This is an optimization exercise on Yosys and OpenROAD, whose aim is small area, a short achievable clock period and few clock cycles, not a production implementation.
RTL that was checked went through simulation tests only; none was proved equivalent to the original.
No activity file was given, so power comes from the tool's default toggle rates.

Setup of job 2851:
// levinson_top
module levinson_top(clock, reset, start, done,
	scratch_mem_read_addr, scratch_mem_in,
	scratch_mem_write_addr, scratch_mem_out, scratch_mem_write_en);
Settings: LEC_CHECK=0, ABC_AREA=1, CAP_MARGIN=20, CORE_MARGIN=2, CORE_UTILIZATION=40, CTS_CLUSTER_DIAMETER=110, CTS_CLUSTER_SIZE=18, PLACE_DENSITY=0.6, SLEW_MARGIN=20; clock period 20.0 ns.
standard.sh (not shown) runs the stock make flow with config.mk's settings and CLKGATE_MAP_FILE= SYNTH_SCRIPT=/design/flow/synth_recipe.tcl, a recipe that flattens the netlist after the stock synthesis.
==> flow/flow/run.sh <==
#!/bin/bash
set -euo pipefail
bash standard.sh SETUP_SLACK_MARGIN=15 finish > standard.log 2>&1
#### Input delta (job 8436 over job 2851)
- a change of CTS_CLUSTER_SIZE from 18 to 16
- a change of CTS_CLUSTER_DIAMETER from 110 to 100
- For cell area after layout, job 8436 and job 2851 come out practically identical.
- In the reports for job 2851 and job 8436, the smaller largest stage delay on the critical path belongs to job 8436.
- When job 8436 is set beside job 2851, its area growth from synthesis to layout turns out to be 0.29 points larger.
- Total power in job 8436 is 84 uW above job 2851.
- | worst hold slack | job 2851 vs job 8436 | ≈ equal |
- Final worst setup slack for job 8436: 0.018 ns up relative to job 2851
- Non-clock buffer count was lower in the run labelled job 8436.
- Looking only at number of clock buffer instances in the layout, and setting everything else aside, the lower value of job 2851 and job 8436 goes to job 2851.
- Compared with job 2851, job 8436 shows fraction of power consumed by sequential logic lower by 0.2 points.
No functional check of the RTL was part of any run of this note.


Setup of run G:
levinson_top, a different RTL version from the one above (not shown whole).
Size in the first run: about 630 flip-flops.
==> flow/config.mk <==
export PLATFORM = sky130hd
export DESIGN_NAME = levinson_top
export DESIGN_NICKNAME = levinson_top
export VERILOG_FILES = /design/flow/design.v
export SDC_FILE = /design/flow/constraint.sdc
export NUM_CORES = 8
export LEC_CHECK = 0
export ABC_AREA = 1
export CAP_MARGIN = 20
export CORE_MARGIN = 2
export CORE_UTILIZATION = 40
export CTS_CLUSTER_DIAMETER = 120
export CTS_CLUSTER_SIZE = 20
export PLACE_DENSITY = 0.6
export SLEW_MARGIN = 20
==> flow/constraint.sdc <==
create_clock -name core_clock -period 20.0 [get_ports {clock}]
set_input_delay 4.0000 -clock core_clock [delete_from_list [all_inputs] [get_ports {clock}]]
set_output_delay 4.0000 -clock core_clock [all_outputs]
set_load 0.01 [all_outputs]
run.sh (not shown) runs the stock make flow with config.mk's settings and CLKGATE_MAP_FILE= SYNTH_SCRIPT=/design/flow/synth_recipe.tcl, a recipe that flattens the netlist after the stock synthesis.
Stock flow here: none of the scripts above is used.
## Diff of input files: run P against run G
Settings: a deleted CTS_CLUSTER_SIZE that had been 20; a deleted CTS_CLUSTER_DIAMETER that had been 120.
Notes after the runs:
The total power in run G is 0.931 times that in run P. End point of the critical path: wd[16]$_DFF_P_ -> run P, K[16]$_DFFE_PP_ -> run G. | final setup slack of the worst path | run P vs run G | 0.017 ns lower |. Between run G and run P, the difference in placer's final routability congestion estimate is negligible. Run P completed; timing, DRC and antenna clean. Changes observed in run P relative to run G: via count saw an increase, number of cell instances on the worst register-to-register path saw an increase.
Function was not checked in any run of this note: the RTL went through the layout flow alone.


levinson_top, a different RTL version from the one above (not shown whole).
Size: ~6800 cells after synthesis, roughly 93 I/O pins.
clock: 20.0 ns
lec_check: 0
abc_area: 1
cap_margin: 20
core_margin: 2
core_utilization: 40
place_density: 0.6
slew_margin: 20
The first run completed with no timing, DRC or antenna violations.
Testbench counts at the start, summed over its fixed seeds: cycles 1,370,400.
Rerun with:
==> flow/flow/run.sh (new file) <==
#!/bin/bash
set -euo pipefail
bash standard.sh SETUP_SLACK_MARGIN=15 finish > standard.log 2>&1
==> flow/standard.sh (new file) <==
#!/bin/bash
# synth_recipe.tcl (not shown) runs the flow's synth.tcl, then flattens the netlist and writes it again
# the make line also repeats each setting of config.mk as NAME=value (left out here)
make -C /OpenROAD-flow-scripts/flow DESIGN_CONFIG=/design/flow/config.mk WORK_HOME=/design/flow/orfs CLKGATE_MAP_FILE= SYNTH_SCRIPT=/design/flow/synth_recipe.tcl "${@:-finish}"
removed: flow/run.sh
After rerunning: Sequential power stays flat; flip-flop and latch count is unchanged; design area came out higher by 1.4%; synthesized area stays the same; wire length rises by 0.59%; setup slack gets better by 1.4 ns; fmax went up by 27%; hold slack hardly moves; first-iteration DRC count shrinks by 0.41%; non-clock buffer count went up by 35.

[separate check: timing with driven ports]
The results above use ideal ports. As a check the final layouts listed here were re-extracted and re-timed, cells and wires unchanged. Step 1 assumes that a clkbuf_16 drives the clock port and a buf_2 every other input. Step 2 times the ports against the registers' clock, not the clock port: input delays grow and output delays shrink by t, the midpoint of the rising clock arrivals with the driver on. a / b / c = ideal / step 1 / step 2; a / b = the first two.
run | t (ns) | setup WS [ns] | latest minus earliest clock arrival (ns) | slew at the worst register clock pin (ns) | worst data-port slew with drivers (ns)
job 2851 | 0.746 | 14.755 / 14.676 / 14.868 | 0.057 / 0.057 | 0.11 / 0.11 | 0.11
job 8436 | 0.765 | 14.773 / 14.688 / 14.829 | 0.042 / 0.042 | 0.10 / 0.10 | 0.12
run G | 0.762 | 13.569 / 13.569 / 13.569 | 0.044 / 0.044 | 0.11 / 0.11 | 0.05
run P | 0.795 | 13.553 / 13.553 / 13.553 | 0.055 / 0.054 | 0.08 / 0.08 | 0.05
the first run of note 3 | 0.776 | 13.395 / 13.395 / 13.395 | 0.033 / 0.033 | 0.07 / 0.07 | 0.05
the second run of note 3 | 0.761 | 14.790 / 14.712 / 14.742 | 0.034 / 0.034 | 0.07 / 0.07 | 0.05
After both steps setup and hold are still met in every run listed. The setup slack of the second run of note 3, which loses most, moves by -0.078 ns with the drivers and by -0.048 ns with both steps.
